From an optimization exercise on the open Yosys and OpenROAD flow, aimed at small area and a short achievable clock period; shortcuts taken in it are not production practice. For this run, only the layout was checked, not whether the RTL still works. No activity file was given, so power comes from the tool's default toggle rates.

--- config.mk ---
export PLATFORM = sky130hd
export DESIGN_NAME = cordic
export DESIGN_NICKNAME = cordic
export VERILOG_FILES = /design/flow/design.v
export SDC_FILE = /design/flow/constraint.sdc
export NUM_CORES = 4
export LEC_CHECK = 0
export ABC_AREA = 1
export CAP_MARGIN = 20
export CORE_MARGIN = 2
export CORE_UTILIZATION = 50
export CTS_BUF_LIST = sky130_fd_sc_hd__clkbuf_8
export SETUP_SLACK_MARGIN = 0.5
export SLEW_MARGIN = 20
--- constraint.sdc ---
create_clock -name core_clock -period 15.0 [get_ports {clock}]
set_input_delay 3.0000 -clock core_clock [delete_from_list [all_inputs] [get_ports {clock}]]
set_output_delay 3.0000 -clock core_clock [all_outputs]
set_load 0.01 [all_outputs]
--- design.v ---
module cordic(CosX,SinX,theta,Sign,clock,reset);
	output [16:0] CosX,SinX;
	input  [15:0] theta;
	input  Sign,clock,reset;
	reg [15:0] X;
	reg [15:0] Y;              
	reg        Ys;             
	reg [13:0] Z;              
	reg        zsr;            
	reg        S;              
	reg [3:0]  sh;             
	wire zs = zsr;
	wire yn = &Y[15:12];
	wire last = (sh == 4'd14);
	wire [13:0] atan =
		(sh == 4'd1)  ? 14'd3593 : (sh == 4'd2)  ? 14'd1824 :
		(sh == 4'd3)  ? 14'd916  : (sh == 4'd4)  ? 14'd458  :
		(sh == 4'd5)  ? 14'd229  : (sh == 4'd6)  ? 14'd115  :
		(sh == 4'd7)  ? 14'd57   : (sh == 4'd8)  ? 14'd29   :
		(sh == 4'd9)  ? 14'd14   : (sh == 4'd10) ? 14'd7    :
		(sh == 4'd11) ? 14'd4    : (sh == 4'd12) ? 14'd2    :
		(sh == 4'd13) ? 14'd1    : 14'd0;
	wire first = (sh == 4'd0);
	wire [13:0] zop = first ? (zs ? -14'd4720 : -14'd18322) : (atan ^ {14{~zs}});
	wire zci = first ? ~S : ~zs;
	wire neg = last & yn;
	wire ssign = yn ^ S;
	wire [15:0] yx = Y ^ {16{~zs}};
	wire yfill = yn ^ ~zs;
	wire [32:0] yext = {{18{yfill}}, yx[15:1]} >> sh;
	wire [15:0] yop = yext[15:0];
	wire [15:0] xx = X ^ {16{zs}};
	wire fillx = zs & ~neg;
	wire [32:0] xext = {{18{fillx}}, xx[15:1] ^ {neg, 14'd0}} >> sh;
	wire [16:0] xop = xext[16:0];
	wire [5:0] ylow = Y[5:0] & ~(6'h3E << sh);
	wire yc = yn & ((sh >= 4'd6) | (|ylow));
	wire cx = yc ^ ~zs;
	wire cy = zs;
	wire [15:0] ya = {Y[15:3], Y[2:0] ^ {3{neg}}};
	wire [15:0] SumX; addx ax(.a(X), .b(yop), .ci(cx), .s(SumX));
	wire [15:0] SumY; addy ay(.a(ya), .b(xop[15:0]), .ci(cy), .s(SumY));
	wire [13:0] SumZ; addz az(.a(Z), .b(zop), .ci(zci), .s(SumZ));
	wire t45 = theta[13] & theta[11] & theta[10] & theta[8];
	always @(posedge clock)
		Ys <= ssign;
	always @(posedge clock)
		if (reset) begin
			sh <= 4'd0;
			X <= 16'h9B74;
			Y <= 16'h9B74;
			Z <= theta[13:0];
			zsr <= Sign | ~t45;
			S <= Sign;
		end else begin
			sh <= sh + 4'd1;
			X <= SumX;
			Y <= {SumY[15:3] & {13{~neg}}, SumY[2:0]};
			Z <= SumZ;
			zsr <= SumZ[13];
		end
	assign CosX = {1'b0, X};
	assign SinX = {Ys, Y};
endmodule
module addx(input [15:0] a, input [15:0] b, input ci, output [15:0] s);
  wire [15:0] p = a ^ b;
  wire [15:0] g = a & b;
  wire g0c = g[0] | (p[0] & ci);
  wire gn1 = g[1] | (p[1] & g0c);
  wire gn2 = g[3] | (p[3] & g[2]);
  wire pn2 = p[3] & p[2];
  wire gn3 = g[5] | (p[5] & g[4]);
  wire pn3 = p[5] & p[4];
  wire gn4 = g[7] | (p[7] & g[6]);
  wire pn4 = p[7] & p[6];
  wire gn5 = g[9] | (p[9] & g[8]);
  wire pn5 = p[9] & p[8];
  wire gn6 = g[11] | (p[11] & g[10]);
  wire pn6 = p[11] & p[10];
  wire gn7 = g[13] | (p[13] & g[12]);
  wire pn7 = p[13] & p[12];
  wire gn8 = g[15] | (p[15] & g[14]);
  wire pn8 = p[15] & p[14];
  wire gn9 = gn2 | (pn2 & gn1);
  wire gn10 = gn4 | (pn4 & gn3);
  wire pn10 = pn4 & pn3;
  wire gn11 = gn6 | (pn6 & gn5);
  wire pn11 = pn6 & pn5;
  wire gn12 = gn8 | (pn8 & gn7);
  wire pn12 = pn8 & pn7;
  wire gn13 = gn10 | (pn10 & gn9);
  wire gn14 = gn12 | (pn12 & gn11);
  wire pn14 = pn12 & pn11;
  wire gn15 = gn14 | (pn14 & gn13);
  wire gn16 = gn11 | (pn11 & gn13);
  wire gn17 = gn3 | (pn3 & gn9);
  wire gn18 = gn5 | (pn5 & gn13);
  wire gn19 = gn7 | (pn7 & gn16);
  wire gn20 = g[2] | (p[2] & gn1);
  wire gn21 = g[4] | (p[4] & gn9);
  wire gn22 = g[6] | (p[6] & gn17);
  wire gn23 = g[8] | (p[8] & gn13);
  wire gn24 = g[10] | (p[10] & gn18);
  wire gn25 = g[12] | (p[12] & gn16);
  wire gn26 = g[14] | (p[14] & gn19);
  wire [15:0] c = {gn26, gn19, gn25, gn16, gn24, gn18, gn23, gn13, gn22, gn17, gn21, gn9, gn20, gn1, g0c, ci};
  assign s = p ^ c;
endmodule
module addy(input [15:0] a, input [15:0] b, input ci, output [15:0] s);
  wire [15:0] p = a ^ b;
  wire [15:0] g = a & b;
  wire g0c = g[0] | (p[0] & ci);
  wire gn1 = g[1] | (p[1] & g0c);
  wire gn2 = g[3] | (p[3] & g[2]);
  wire pn2 = p[3] & p[2];
  wire gn3 = g[5] | (p[5] & g[4]);
  wire pn3 = p[5] & p[4];
  wire gn4 = g[7] | (p[7] & g[6]);
  wire pn4 = p[7] & p[6];
  wire gn5 = g[9] | (p[9] & g[8]);
  wire pn5 = p[9] & p[8];
  wire gn6 = g[11] | (p[11] & g[10]);
  wire pn6 = p[11] & p[10];
  wire gn7 = g[13] | (p[13] & g[12]);
  wire pn7 = p[13] & p[12];
  wire gn8 = g[15] | (p[15] & g[14]);
  wire pn8 = p[15] & p[14];
  wire gn9 = gn2 | (pn2 & gn1);
  wire gn10 = gn4 | (pn4 & gn3);
  wire pn10 = pn4 & pn3;
  wire gn11 = gn6 | (pn6 & gn5);
  wire pn11 = pn6 & pn5;
  wire gn12 = gn8 | (pn8 & gn7);
  wire pn12 = pn8 & pn7;
  wire gn13 = gn10 | (pn10 & gn9);
  wire gn14 = gn12 | (pn12 & gn11);
  wire pn14 = pn12 & pn11;
  wire gn15 = gn14 | (pn14 & gn13);
  wire gn16 = gn11 | (pn11 & gn13);
  wire gn17 = gn3 | (pn3 & gn9);
  wire gn18 = gn5 | (pn5 & gn13);
  wire gn19 = gn7 | (pn7 & gn16);
  wire gn20 = g[2] | (p[2] & gn1);
  wire gn21 = g[4] | (p[4] & gn9);
  wire gn22 = g[6] | (p[6] & gn17);
  wire gn23 = g[8] | (p[8] & gn13);
  wire gn24 = g[10] | (p[10] & gn18);
  wire gn25 = g[12] | (p[12] & gn16);
  wire gn26 = g[14] | (p[14] & gn19);
  wire [15:0] c = {gn26, gn19, gn25, gn16, gn24, gn18, gn23, gn13, gn22, gn17, gn21, gn9, gn20, gn1, g0c, ci};
  assign s = p ^ c;
endmodule
module addz(input [13:0] a, input [13:0] b, input ci, output [13:0] s);
  wire [13:0] p = a ^ b;
  wire [13:0] g = a & b;
  wire g0c = g[0] | (p[0] & ci);
  wire gn1 = g[1] | (p[1] & g0c);
  wire gn2 = g[3] | (p[3] & g[2]);
  wire pn2 = p[3] & p[2];
  wire gn3 = g[5] | (p[5] & g[4]);
  wire pn3 = p[5] & p[4];
  wire gn4 = g[7] | (p[7] & g[6]);
  wire pn4 = p[7] & p[6];
  wire gn5 = g[9] | (p[9] & g[8]);
  wire pn5 = p[9] & p[8];
  wire gn6 = g[11] | (p[11] & g[10]);
  wire pn6 = p[11] & p[10];
  wire gn7 = g[13] | (p[13] & g[12]);
  wire pn7 = p[13] & p[12];
  wire gn8 = gn2 | (pn2 & gn1);
  wire gn9 = gn4 | (pn4 & gn3);
  wire pn9 = pn4 & pn3;
  wire gn10 = gn6 | (pn6 & gn5);
  wire pn10 = pn6 & pn5;
  wire gn11 = gn9 | (pn9 & gn8);
  wire gn12 = gn10 | (pn10 & gn11);
  wire gn13 = gn3 | (pn3 & gn8);
  wire gn14 = gn5 | (pn5 & gn11);
  wire gn15 = gn7 | (pn7 & gn12);
  wire gn16 = g[2] | (p[2] & gn1);
  wire gn17 = g[4] | (p[4] & gn8);
  wire gn18 = g[6] | (p[6] & gn13);
  wire gn19 = g[8] | (p[8] & gn11);
  wire gn20 = g[10] | (p[10] & gn14);
  wire gn21 = g[12] | (p[12] & gn12);
  wire [13:0] c = {gn21, gn12, gn20, gn14, gn19, gn11, gn18, gn13, gn17, gn8, gn16, gn1, g0c, ci};
  assign s = p ^ c;
endmodule
--- flow/run.sh ---
#!/bin/bash
# The standard layout (standard.sh) with these changes:
# repair_timing aims for a setup margin of 11.05 ns, ports get buf_2
# buffers, and Yosys maps no full or half adder cells (ADDER_MAP_FILE is
# empty, so ABC maps the adders as plain logic).
# make's output goes to flow_make.log here; each ORFS step logs under orfs/logs.
set -euo pipefail

sed -e "s|SETUP_SLACK_MARGIN=[0-9.]*|SETUP_SLACK_MARGIN=11.05 'BUFFER_PORTS_ARGS=-buffer_cell sky130_fd_sc_hd__buf_2' ADDER_MAP_FILE=|" standard.sh > my_standard.sh
bash my_standard.sh > flow_make.log 2>&1
--- standard.sh ---
#!/bin/bash
# synth_recipe.tcl (not shown) runs the flow's synth.tcl, then flattens the netlist and writes it again
# the make line also repeats each setting of config.mk as NAME=value (left out here)
make -C /OpenROAD-flow-scripts/flow DESIGN_CONFIG=/design/flow/config.mk WORK_HOME=/design/flow/orfs CLKGATE_MAP_FILE= SYNTH_SCRIPT=/design/flow/synth_recipe.tcl "${@:-finish}"
==> run notes <==
-- cell families (layout without fill, tap and decap cells) --
kind of cell    count (synthesis)  in the layout  synth area share
flops                          53             53             0.193
simple gates                  508            508             0.428
other cells                     1              1          0.000674
xor+xnor                       57             57             0.102
buf+inv                       123            146             0.114
mux                             3              3           0.00540
compound gates                151            151             0.157
-- final timing paths --
check	end	cells past startpoint	slack (ns)
worst max-delay path	CosX[3]	1	11.09
worst min register to register	Ys	1	0.54
worst min-delay path	Ys	1	0.54
worst max register to register	Z[13]	24	11.49
-- synthesized netlist by cell type, types with 2 or more instances --
| master | instances |
|---|---|
| nand2_1 | 282 |
| nand3_1 | 73 |
| inv_1 | 67 |
| nor2_1 | 54 |
| dfxtp_1 | 52 |
| o21ai_0 | 47 |
| a21oi_1 | 33 |
| xor2_1 | 32 |
| o21ai_1 | 31 |
| nand2_2 | 29 |
| xnor2_1 | 16 |
| nand3_2 | 15 |
| inv_2 | 14 |
| o21ai_2 | 11 |
| buf_2 | 9 |
| or2_2 | 9 |
| a21o_1 | 8 |
| buf_4 | 8 |
| clkbuf_1 | 8 |
| nor3_1 | 8 |
| xor2_2 | 8 |
| nand4_1 | 7 |
| buf_6 | 6 |
| nand2_4 | 6 |
| o211ai_1 | 6 |
| or2_1 | 6 |
| o22ai_1 | 5 |
| clkbuf_8 | 3 |
| mux2i_1 | 3 |
| nor2_4 | 3 |
| o21a_1 | 3 |
| a31oi_1 | 2 |
| and2_1 | 2 |
| and3_1 | 2 |
| inv_4 | 2 |
| nand3b_1 | 2 |
| nor2_2 | 2 |
| nor3_2 | 2 |
| o2111ai_1 | 2 |
| or2_4 | 2 |
-- sequential cells by signal, summed over array words and instances (netlist names) --
name	cells
X	16
Y	16
Z	14
sh	4
S	1
Ys	1
zsr	1
-- report_power, final --
| group | internal (mW) | leakage (nW) | switching (mW) |
|---|---|---|---|
| logic | 0.409 | 2.52 | 0.717 |
| registers | 0.210 | 0.445 | 0.0601 |
| clock network | 0.0325 | 0.0416 | 0.0577 |
| total | 0.652 | 3.00 | 0.835 |
-- timing repair --
action	4_1_cts	5_1_grt
setup endpoints to repair	29	41
resized for setup	15	19
hold buffers	0	0
-- layer usage --
layer | global-route usage | part of all wire | vias to the layer above
met3 | 0.0462 | 0.043 | 19
met4 | 0.0886 | 0.020 | 0
met1 | 0.362 | 0.51 | 2518
met2 | 0.407 | 0.43 | 116
met5 | 0 | 0 | -
li1 | - | - | 2934
-- area by class of cell --
type	instances	area (sq um)
fill	1179	4980
multi-input combinational	720	3860
sequential	53	1110
inverter	86	354
timing repair buffer	52	274
tap	140	175
clock buffer	5	68.8
clock inverter	3	18.8
-- cells in the final DEF (no fill, tap or decap), types with 9 or more instances in the layout --
master | synthesis | layout
nand2_1 | 282 | 282
nand3_2 | 15 | 15
nor2_1 | 54 | 54
inv_1 | 67 | 68
nand2_2 | 29 | 29
xor2_1 | 32 | 32
dfxtp_2 | 0 | 23
or2_2 | 9 | 9
o21ai_0 | 47 | 47
buf_2 | 9 | 48
o21ai_1 | 31 | 31
nand3_1 | 73 | 73
dfxtp_1 | 52 | 26
a21oi_1 | 33 | 33
inv_2 | 14 | 12
o21ai_2 | 11 | 11
xnor2_1 | 16 | 16
==> summary.md <==
| Metric | Value |
|---|---|
| Outcome | timing/DRC/antenna clean |
| Die width | 109 um |
| HP Start | S |
| Initial antenna violation count | 0 |
| MaxCap Viol Count | 0 |
| Core area | 10800 sq um |
| DP Cell Count | 1051 |
| Vias per cell | 5.28 |
| Post-synth top area share | 0.190 |
| CP Launch Point | X[3] |
| Std-Cell Rows | 38 |
| Crit share post-route | 0.261 |
| Routed WL | 15000 um |
| CTS Sinks | 53 |
| Fin util | 0.540 |
| Net count after synthesis | 915 |
| Leading area contributor after synthesis | nand2_1 |
| Post-Syn Instances | 896 |
| VDD IR-drop max | 0.113 mV |
| CTS root buffer | clkbuf_8 |
| Max-slew headroom | 0.634 |
| Drt drc | 0 |
| Boundary Pins | 53 |
| Routed WL per cell | 14.2 um |
| Worst Path Required | 12.00 ns |
| Drt first pass iters | 5 |
| PD cells | 254 nW/um^2 |
| Crit Path Class | reg2out |
| Critical Path End Type | output port |
| Cell Area, Synth | 5560 sq um |
| Antenna Violating Nets Remaining | 0 |
| Fmax | 256 MHz |
| Final hold vios | 0 |
| Clk pin slew, worst setup/hold paths | 0.11 ns |
| Hpwl dp | 11200 um |
| First-pass GRT wire length | 24500 um |
| Dominant synthesized flop cell | dfxtp_1 |
| Total GRT Usage | 0.261 |
| Worst slack at placement | 10.46 ns |
| Die Y | 109 um |
| Layout cells sized above 1 | 0.212 |
| Distinct cells, synth | 56 |
| Asr flop ratio synth | 0 |
| CP top delay family | flip-flops |
| Crit-path max cell delay | 0.41 ns |
| Final Non-Filler Cells | 1059 |
| Worst hold slack | 0.539 ns |
| EDFF count, synth | 1 |
| Leak pwr | 3.00 nW |
| Num CTS Buffers | 5 |
| Final Cell Area | 5860 sq um |
| Crit-path slowest cell | dfxtp_2 |
| Gpl congestion | 0.867 |
| Gr ovfl total | 0 |
| Detailed Route Iter0 Violations | 388 |
| Syn-to-layout area delta | 5.31% |
| Seq/Total Area, Yosys | 0.193 |
| HP Class | reg2reg |
| Post-DP Area | 5720 sq um |
| # port buffers | 49 |
| Setup Buffers After CTS | 0 |
| Die ar. | 12000 sq um |
| Vias | 5587 |
| Setup slack after layout | 11.09 ns |
| RSZ-0062 raised after global routing | no |
| Number of buffers and inverters on the critical path | 1 |
| Effective utilization at floorplan | 0.513 |
| Clk_skew | 0.0185 ns |
| Crit-path cells | buf_2 |
| Total Power | 1.49 mW |
| Worst Max-Slew Pin Slew | 0.548 ns |
| Yosys warns | 2 |
| Clk buf depth | 2 |
| Critical path data arrival time | 0.91 ns |
| Syn_area_per_cell | 6.21 sq um |
| Pin count of the biggest net entering global routing | 46 |
| Nets | 937 |
| Diode count | 0 |
| TritonCTS clock tree | yes |
| Largest cells by area after synthesis | nand2_1, dfxtp_1, nand3_1 |
| Worst r2r src | sh[1] |
| H-Tree Depth | 2 |
| Synthesis-stage register bit count | 53 |
| Max-slew violation count | 0 |
| Fin Setup TNS | 0 ns |
| Worst-skew pair later-pin latency | 0.35 ns |
| Vias in the first global route | 5027 |
| Tmin final | 3.91 ns |
| CP Launch Type | flip-flop |
| Final setup vio count | 0 |
| Crit Path Max Fanout | 4 |

separate check: timing with driven ports:
How much do the figures lean on ideal ports? The routed layout below was timed once more, with nothing changed but the port constraints. Step 1 assumes that a clkbuf_16 drives the clock port and a buf_2 every other input. Step 2 moves the port delays by t, midway between the first and last clock arrival at a register: inputs arrive t later, outputs are due t later. That takes back most of the time a late clock gives input paths. a / b / c = no drivers / after step 1 / after step 2; a / b = the first two.
shift t [ns]: 0.376
slack for setup (ns): 11.090 / 11.055 / 10.867
clock arrival spread, ns: 0.019 / 0.018
pins driven straight from the clock port: 1
After both steps this run still meets setup and hold. The setup slack of this run moves by -0.035 ns with the drivers and by -0.223 ns with both steps.
